This design comes from an exercise in tuning for small area on the open sky130 flow, not from production work.
Only simulation tests tie the RTL to the original design; equivalence was not proved.
Power and IR drop assume default switching activity.

==> inputs of wip/onyx <==
==> flow/design.v <==
`timescale 1ns / 1ps
module s_div (
    input            clkin,
    input            rst_n,
    output reg [3:0] a,
    output reg [7:0] g
    );
    wire a9   = a[3] & a[0];                          
    wire g199 = g[7] & g[6] & ~g[5] & g[2] & g[1] & g[0];
    always @(posedge clkin) begin
        if (!rst_n) begin
            a <= 4'd0;
            g <= 8'hff;
        end else if (a9) begin
            a <= 4'd0;
            g <= g199 ? 8'd0 : g + 8'd1;
        end else
            a <= a + 4'd1;
    end
endmodule
`timescale 1ns / 1ps
module ajxd (
    input            clkin,
    input      [3:0] btn_in,
    input            first,      
    input            second,     
    output reg [3:0] btn_out
    );
    always @(posedge clkin) begin
        if (first)       btn_out <= btn_in;
        else if (second) btn_out <= btn_out & btn_in;
    end
endmodule
`timescale 1ns / 1ps
module decoder_7seg (
    input      [3:0] d,
    output reg [6:0] s
    );
    always @(*)
        case (d)
            4'd0:  s = 7'b1111110;
            4'd1:  s = 7'b0110000;
            4'd2:  s = 7'b1101101;
            4'd3:  s = 7'b1111001;
            4'd4:  s = 7'b0110011;
            4'd5:  s = 7'b1011011;
            4'd6:  s = 7'b0011111;
            4'd7:  s = 7'b1110000;
            4'd8:  s = 7'b1111111;
            4'd9:  s = 7'b1110011;
            4'd10: s = 7'b0000001;
            4'd11: s = 7'b1000000;
            4'd12: s = 7'b0001000;
            default: s = 7'b0000000;
        endcase
endmodule
`timescale 1ns / 1ps
module top(
    input clkin,     
    input rst_n,     
    input power,     
    input reset,     
    input [3:0] col,
    output beep,     
    output [11:0] led,
    output [7:0] seg,
    output [5:0] dig,
    output [3:0] row
    );
    assign row = 4'b1110;
    wire [3:0] a;
    wire [7:0] g;
    s_div tb0(.clkin(clkin), .rst_n(rst_n), .a(a), .g(g));
    wire a9     = a[3] & a[0];
    wire step   = a9 & (g == 8'd98);     
    wire samp1  = a9 & (g == 8'd18);     
    wire samp2  = a9 & (g == 8'd58);
    wire [3:0] key;
    ajxd kb(.clkin(clkin), .btn_in(col), .first(samp1), .second(samp2), .btn_out(key));
    wire [3:0] k = ~key;     
    reg [1:0] t;
    reg [3:0] o;
    reg       dir;
    reg       fl1, fl2;      
    reg [3:0] lr;            
    reg       rs;            
    wire id  = (t == 2'd0) & (o == 4'd0);    
    wire ar  = t[1] & t[0];                  
    wire mv  = ~id & ~ar;                    
    wire n29 = t[1] & ~t[0] & o[3] & o[0];
    wire p   = power;
    wire pu  = p & ~fl2 & (k[3] | k[1]);     
    wire pd  = p & ~fl1 & (k[2] | k[0]);     
    wire R   = (rs ^ reset) & ~fl1;          
    wire e1  = (lr[3] | lr[1]) & ~(ar & ~dir);
    wire e2  = (mv & dir) | ((lr[2] | lr[0]) & ~(ar & dir));
    wire E1  = p & (pu | (e1 & ~R));
    wire E2  = p & (pd | e2 | R);
    wire cont  = mv & p & ~R & (dir ? ~pd : ~pu);    
    wire start = ~cont & (E1 | E2);                  
    wire [1:0] tn = cont ? (o[3] & o[0] ? t + 2'd1 : t) : 2'd0;
    wire [3:0] on = cont ? (o[3] & o[0] ? 4'd0 : o + 4'd1) : {3'd0, start};
    wire dirn  = cont ? dir : (start ? E2 : (p & (~id | dir)));
    wire arrn  = cont & n29;
    wire idn   = ~cont & ~start;
    always @(posedge clkin) begin
        if (!rst_n) begin
            t <= 2'd0; o <= 4'd0; dir <= 1'b0; fl1 <= 1'b1; fl2 <= 1'b0; lr <= 4'd0; rs <= 1'b0;
        end else if (step) begin
            rs    <= reset;
            t     <= tn;
            o     <= on;
            dir   <= dirn;
            fl1   <= idn ? fl1 : (arrn & dir);
            fl2   <= idn ? fl2 : (arrn & ~dir);
            lr[3] <= E1 & (lr[3] | (p & ~fl2 & k[3]));
            lr[1] <= E1 & (lr[1] | (p & ~fl2 & k[1]));
            lr[2] <= E2 & (lr[2] | (p & ~fl1 & k[2]));
            lr[0] <= E2 & (lr[0] | (p & ~fl1 & k[0]));
        end
    end
    wire [4:0] th;
    assign th[0] = t[1] | t[0] | o[3] | (o[2] & o[1]);       
    assign th[1] = t[1] | (t[0] & (o[3] | o[2] | o[1]));     
    assign th[2] = t[1] | (t[0] & o[3]);                     
    assign th[3] = t[1] & (t[0] | o[3] | o[2]);              
    assign th[4] = ar;                                       
    assign led[3:0]  = lr;
    assign led[6:4]  = 3'b000;
    assign led[11:7] = dir ? {th[0], th[1], th[2], th[3], th[4]} : th;
    assign beep = n29 & (g[2] ? (g[1] | g[0]) : ~(g[1] | g[0]));
    wire       v = ~(g[7] & g[6] & g[5]);
    wire [1:0] d = g[2:1];
    wire [1:0] sta = {~id & dir, ~id & ~dir};
    wire [1:0] ds  = id ? {dir & fl2, dir & fl1} : ((dir ^ ~t[1]) ? 2'd1 : 2'd2);
    reg  [1:0] sd;           
    always @(posedge clkin)
        if (d != 2'd1) sd <= sta;
    reg [3:0] sh;
    always @(*) begin
        if (!v)              sh = 4'd0;
        else case (d)
            2'd0: sh = {2'b00, ds};
            2'd1: sh = {1'b1, sd[1], ~sd[1], sd[0]};
            2'd2: sh = {2'b00, t[1] & ~t[0], t[0] & ~t[1]};
            default: sh = o;
        endcase
    end
    decoder_7seg dec(.d(sh), .s(seg[7:1]));
    assign seg[0] = v & (d == 2'd2);
    assign dig = {~(v & (d == 2'd2)), ~(v & (d == 2'd3)), 2'b11, ~(v & (d == 2'd1)), ~(v & (d == 2'd0))};
endmodule
==> flow/run.sh <==
#!/bin/bash
# synth_recipe.tcl (not shown) runs the flow's synth.tcl, then flattens the netlist and writes it again
# the make line also repeats each setting of config.mk as NAME=value (left out here)
make -C /OpenROAD-flow-scripts/flow DESIGN_CONFIG=/design/flow/config.mk WORK_HOME=/design/flow/orfs CLKGATE_MAP_FILE= SYNTH_SCRIPT=/design/flow/synth_recipe.tcl finish
==> flow/config.mk <==
export PLATFORM = sky130hd
export DESIGN_NAME = top
export DESIGN_NICKNAME = top
export VERILOG_FILES = /design/flow/design.v
export SDC_FILE = /design/flow/constraint.sdc
export NUM_CORES = 4
export LEC_CHECK = 0
export CAP_MARGIN = 20
export CORE_MARGIN = 2
export CORE_UTILIZATION = 40
export SLEW_MARGIN = 20
==> flow/constraint.sdc <==
create_clock -name core_clock -period 15.0 [get_ports {clkin}]
set_input_delay 3.0000 -clock core_clock [delete_from_list [all_inputs] [get_ports {clkin}]]
set_output_delay 3.0000 -clock core_clock [all_outputs]
set_load 0.01 [all_outputs]
==> wip/pepper: changes against wip/onyx <==
==> flow/design.v, changed modules only <==
module s_div (
    input            clkin,
    input            rst_n,
    output           a9,         
    output reg [7:0] g
    );
    reg       tg;
    reg [2:0] m;
    assign a9 = tg & m[2] & ~m[1];
    wire wrap = g[7] & g[6] & (g[5] | (g[2] & g[1] & g[0]));    
    always @(posedge clkin) begin
        if (!rst_n) begin
            tg <= 1'b0;
            m  <= 3'b000;
            g  <= 8'd224;
        end else begin
            tg <= ~tg;
            m  <= {m[1], m[0], ~m[2] & ~m[1]};
            if (a9) g <= wrap ? 8'd0 : g + 8'd1;
        end
    end
endmodule
module top(
    input clkin,     
    input rst_n,     
    input power,     
    input reset,     
    input [3:0] col,
    output beep,     
    output [11:0] led,
    output [7:0] seg,
    output [5:0] dig,
    output [3:0] row
    );
    assign row = 4'b1110;
    wire       a9;
    wire [7:0] g;
    s_div tb0(.clkin(clkin), .rst_n(rst_n), .a9(a9), .g(g));
    wire step   = a9 & (g == 8'd98);     
    wire samp1  = a9 & (g == 8'd18);     
    wire samp2  = a9 & (g == 8'd58);
    wire [3:0] key;
    ajxd kb(.clkin(clkin), .btn_in(col), .first(samp1), .second(samp2), .btn_out(key));
    wire [3:0] k = ~key;     
    reg [1:0] t;
    reg [3:0] o;
    reg       dir;
    reg       fl1, fl2;      
    reg [3:0] lr;            
    reg       rs;            
    wire id  = (t == 2'd0) & (o == 4'd0);    
    wire ar  = t[1] & t[0];                  
    wire mv  = ~id & ~ar;                    
    wire o9  = o[3] & o[0];
    wire n29 = t[1] & ~t[0] & o9;
    wire arU = ar & ~dir;
    wire arD = ar & dir;
    wire p   = power;
    wire pu  = p & ~fl2 & (k[3] | k[1]);     
    wire pd  = p & ~fl1 & (k[2] | k[0]);     
    wire R   = (rs ^ reset) & ~fl1;          
    wire E1  = p & (pu | ((lr[3] | lr[1]) & ~arU & ~R));
    wire E2  = p & (pd | R | (mv & dir) | ((lr[2] | lr[0]) & ~arD));
    wire cont  = mv & p & ~R & (dir ? ~pd : ~pu);    
    wire start = ~cont & (E1 | E2);                  
    wire idn   = ~cont & ~start;
    always @(posedge clkin) begin
        if (!rst_n) begin
            t <= 2'd0; o <= 4'd0; dir <= 1'b0; fl1 <= 1'b1; fl2 <= 1'b0; lr <= 4'd0; rs <= 1'b0;
        end else if (step) begin
            rs    <= reset;
            t     <= cont ? (o9 ? t + 2'd1 : t) : 2'd0;
            o     <= cont ? (o9 ? 4'd0 : o + 4'd1) : {3'd0, start};
            dir   <= cont ? dir : (start ? E2 : (p & (~id | dir)));
            fl1   <= idn ? fl1 : (cont & n29 & dir);
            fl2   <= idn ? fl2 : (cont & n29 & ~dir);
            lr[3] <= p & ((~fl2 & k[3]) | (lr[3] & ~arU & (pu | ~R)));
            lr[1] <= p & ((~fl2 & k[1]) | (lr[1] & ~arU & (pu | ~R)));
            lr[2] <= p & ((~fl1 & k[2]) | (lr[2] & ~arD));
            lr[0] <= p & ((~fl1 & k[0]) | (lr[0] & ~arD));
        end
    end
    wire [4:0] th;
    assign th[0] = t[1] | t[0] | o[3] | (o[2] & o[1]);       
    assign th[1] = t[1] | (t[0] & (o[3] | o[2] | o[1]));     
    assign th[2] = t[1] | (t[0] & o[3]);                     
    assign th[3] = t[1] & (t[0] | o[3] | o[2]);              
    assign th[4] = ar;                                       
    assign led[3:0]  = lr;
    assign led[6:4]  = 3'b000;
    assign led[11:7] = dir ? {th[0], th[1], th[2], th[3], th[4]} : th;
    assign beep = n29 & (g[2] ? (g[1] | g[0]) : ~(g[1] | g[0]));
    wire       v = ~(g[7] & g[6] & g[5]);
    wire [1:0] d = g[2:1];
    wire [1:0] sta = {~id & dir, ~id & ~dir};
    wire [1:0] ds  = id ? {dir & fl2, dir & fl1} : ((dir ^ ~t[1]) ? 2'd1 : 2'd2);
    reg  [1:0] sd;           
    always @(posedge clkin)
        if (d != 2'd1) sd <= sta;
    reg [3:0] sh;
    always @(*) begin
        case (d)
            2'd0: sh = {2'b00, ds};
            2'd1: sh = {1'b1, sd[1], ~sd[1], sd[0]};
            2'd2: sh = {2'b00, t[1] & ~t[0], t[0] & ~t[1]};
            default: sh = o;
        endcase
    end
    decoder_7seg dec(.d(sh), .s(seg[7:1]));
    assign seg[0] = d == 2'd2;
    assign dig = {~(v & (d == 2'd2)), ~(v & (d == 2'd3)), 2'b11, ~(v & (d == 2'd1)), ~(v & (d == 2'd0))};
endmodule
ABC_AREA = 1   (was unset)
CTS_BUF_LIST = sky130_fd_sc_hd__clkbuf_4   (was unset)
==> wip/quartz: changes against wip/onyx <==
==> flow/design.v, changed modules only <==
module top(
    input clkin,     
    input rst_n,     
    input power,     
    input reset,     
    input [3:0] col,
    output beep,     
    output [11:0] led,
    output [7:0] seg,
    output [5:0] dig,
    output [3:0] row
    );
    assign row = 4'b1110;
    wire [3:0] a;
    wire [7:0] g;
    s_div tb0(.clkin(clkin), .rst_n(rst_n), .a(a), .g(g));
    wire a9     = a[3] & a[0];
    wire step   = a9 & (g == 8'd98);     
    wire samp1  = a9 & (g == 8'd18);     
    wire samp2  = a9 & (g == 8'd58);
    wire [3:0] key;
    ajxd kb(.clkin(clkin), .btn_in(col), .first(samp1), .second(samp2), .btn_out(key));
    reg [4:0] n;
    reg       dir;
    reg       fl1, fl2;      
    reg [3:0] lr;            
    reg       rs;            
    wire nz  = (n == 5'd0);
    wire n30 = (n == 5'd30);
    wire [4:0] cnt = n30 ? 5'd0 : n;
    wire [4:0] c1 = dir ? 5'd0 : cnt;
    wire [4:0] c2 = dir ? cnt : 5'd0;
    wire e1 = (lr[3] | lr[1]) & ~(n30 & ~dir);
    wire e2 = (~nz & ~n30 & dir) | ((lr[2] | lr[0]) & ~(n30 & dir));
    wire lo = (n < 5'd20);
    wire [1:0] ds = nz ? {dir & fl2, dir & fl1} :
                    ((dir ^ lo) ? 2'd1 : 2'd2);
    reg [4:0] C1, C2;
    reg       E1, E2, F1, F2;
    reg [1:0] DS;
    reg [3:0] L;
    always @(*) begin
        C1 = c1; C2 = c2; E1 = e1; E2 = e2; F1 = fl1; F2 = fl2; DS = ds; L = lr;
        if ((rs ^ reset) && !F1) begin
            E2 = 1'b1; E1 = 1'b0; C1 = 5'd0; C2 = 5'd0;
        end
        if (!power) begin
            C1 = 5'd0; C2 = 5'd0; E1 = 1'b0; E2 = 1'b0; DS = 2'd0;
        end else begin
            if (!F2 && !key[3]) begin L[3] = 1'b1; E1 = 1'b1; C1 = 5'd0; end
            if (!F1 && !key[2]) begin L[2] = 1'b1; E2 = 1'b1; C2 = 5'd0; end
            if (!F2 && !key[1]) begin L[1] = 1'b1; E1 = 1'b1; C1 = 5'd0; end
            if (!F1 && !key[0]) begin L[0] = 1'b1; E2 = 1'b1; C2 = 5'd0; end
        end
        if (!E1) begin C1 = 5'd0; L[3] = 1'b0; L[1] = 1'b0; end
        if (!E2) begin C2 = 5'd0; L[2] = 1'b0; L[0] = 1'b0; end
        if (E1 && E2) begin
            if (C1 > C2) begin C1 = C1 + 5'd1; F1 = 1'b0; end
            else         begin C2 = C2 + 5'd1; F2 = 1'b0; end
        end else if (E1) begin C1 = C1 + 5'd1; F1 = 1'b0; end
        else if (E2)     begin C2 = C2 + 5'd1; F2 = 1'b0; end
        if (C1 != 5'd0) DS = (C1 < 5'd20) ? 2'd1 : 2'd2;
        if (C2 != 5'd0) DS = (C2 < 5'd20) ? 2'd2 : 2'd1;
        if (C1 == 5'd30) F2 = 1'b1;
        if (C2 == 5'd30) F1 = 1'b1;
    end
    always @(posedge clkin) begin
        if (!rst_n) begin
            n <= 5'd0; dir <= 1'b0; fl1 <= 1'b1; fl2 <= 1'b0; lr <= 4'd0; rs <= 1'b0;
        end else if (step) begin
            rs  <= reset;
            n   <= C1 | C2;
            dir <= (C2 != 5'd0) | ((C1 == 5'd0) & (DS != 2'd0));
            fl1 <= F1;
            fl2 <= F2;
            lr  <= L;
        end
    end
    wire [4:0] th = {n30, n >= 5'd24, n >= 5'd18, n >= 5'd12, n >= 5'd6};
    assign led[3:0]  = lr;
    assign led[6:4]  = 3'b000;
    assign led[11:7] = dir ? {th[0], th[1], th[2], th[3], th[4]} : th;
    assign beep = (n == 5'd29) & (g[2] ? (g[1] | g[0]) : ~(g[1] | g[0]));
    wire       v = ~(g[7] & g[6] & g[5]);
    wire [1:0] d = g[2:1];
    wire [1:0] sta = {~nz & dir, ~nz & ~dir};
    reg  [1:0] sd;           
    always @(posedge clkin)
        if (d != 2'd1) sd <= sta;
    reg [3:0] sh;
    always @(*) begin
        if (!v)              sh = 4'd0;
        else case (d)
            2'd0: sh = {2'b00, ds};
            2'd1: sh = {2'b10, sd} + 4'd2;
            2'd2: sh = cnt / 5'd10;
            default: sh = cnt % 5'd10;
        endcase
    end
    decoder_7seg dec(.d(sh), .s(seg[7:1]));
    assign seg[0] = v & (d == 2'd2);
    assign dig = {~(v & (d == 2'd2)), ~(v & (d == 2'd3)), 2'b11, ~(v & (d == 2'd1)), ~(v & (d == 2'd0))};
endmodule
==> run_results.csv <==
group,metric,value,unit
clock_network,clock_sinks,31,
setup_path,path_cells,"nand3_1, nand2_1, ha_1, o21ai_1, xnor2_1, ha_1, a21oi_1, nand2_1, a21boi_1, xnor2_1, nor2_1, o211a_1, inv_1, ha_1, o21ai_0, o22ai_1, a22o_1, clkdlybuf4s50_1",
routing,routed_wirelength,7530,um
cells_and_area,bufAreaShareNonClock,0.0904,
placement,dpl.hpwl,5730,um
setup_path,crit_end,"seg[3]",
sta,skew,3.92,ps
min_path,hold_path_depth,2,
status,status,"finished clean",
placement,post-place-ws,7840,ps
synthesis,synth_fa_ha_area_frac,0.0821,
floorplan,initial_utilization,0.406,
# the run above: wip/quartz

==> run_results.csv <==
group,metric,value,unit
synthesis,synth_fa_ha_area_frac,0.0712,
clock_network,cts.root.buffer_cell,"clkbuf_4",
synthesis,synth_cells,331,
setup_path,path_cells,"inv_1, ha_1, nand2_1, inv_1, nand2_4, nand3_1, nand2_1, nand2_1, nand2_1, nand2_1, inv_1, ha_1, nand2_1, nand3_1, nand2_1, nand2_1, clkdlybuf4s50_1",
sta,fmax,170,MHz
sta,skew,8.23,ps
floorplan,initial_utilization,0.415,
sta,relSlewSlack,0.601,
setup_path,crit_end,"seg[4]",
cells_and_area,bufAreaShareNonClock,0.110,
power,p_seq,0.0893,mW
min_path,hold_path_depth,2,
status,status,"finished clean",
placement,dpl.hpwl,4020,um
clock_network,cts.path.max_buffers,2,
clock_network,clock_sinks,32,
# the run above: wip/pepper

==> run_results.csv <==
group,metric,value,unit
clock_network,clock_sinks,32,
setup_path,crit_end,"seg[7]",
placement,dpl.hpwl,3700,um
cells_and_area,bufAreaShareNonClock,0.109,
setup_path,path_cells,"inv_1, ha_1, and4bb_1, mux2_2, o21ai_1, inv_1, ha_1, mux2_2, o21ai_0, clkdlybuf4s50_1",
routing,routed_wirelength,4990,um
status,status,"finished clean",
placement,post-place-ws,8860,ps
min_path,hold_path_depth,1,
sta,skew,6.40,ps
# the run above: wip/onyx

[what the ideal ports hide]
How much do the figures lean on ideal ports? The routed layouts below were timed once more, with nothing changed but the port constraints. Step 1 assumes that a clkbuf_16 drives the clock port and a buf_2 every other input. Step 2, shift: input delay + t, output delay - t, t = (earliest + latest rising clock arrival at the registers) / 2. This alone moves slack from input paths to output paths. Slacks: ideal / step 1 / step 2; pairs: ideal / step 1.
run | shift t [ns] | setup WS [ns] | latest minus earliest clock arrival (ns) | worst slew at a driven data input, ns
wip/onyx | 0.303 | 8.553 / 8.529 / 8.833 | 0.006 / 0.007 | 0.03
wip/pepper | 0.348 | 9.117 / 9.093 / 9.441 | 0.008 / 0.008 | 0.04
wip/quartz | 0.300 | 7.489 / 7.464 / 7.764 | 0.004 / 0.004 | 0.03
After both steps setup and hold are still met in every run listed.
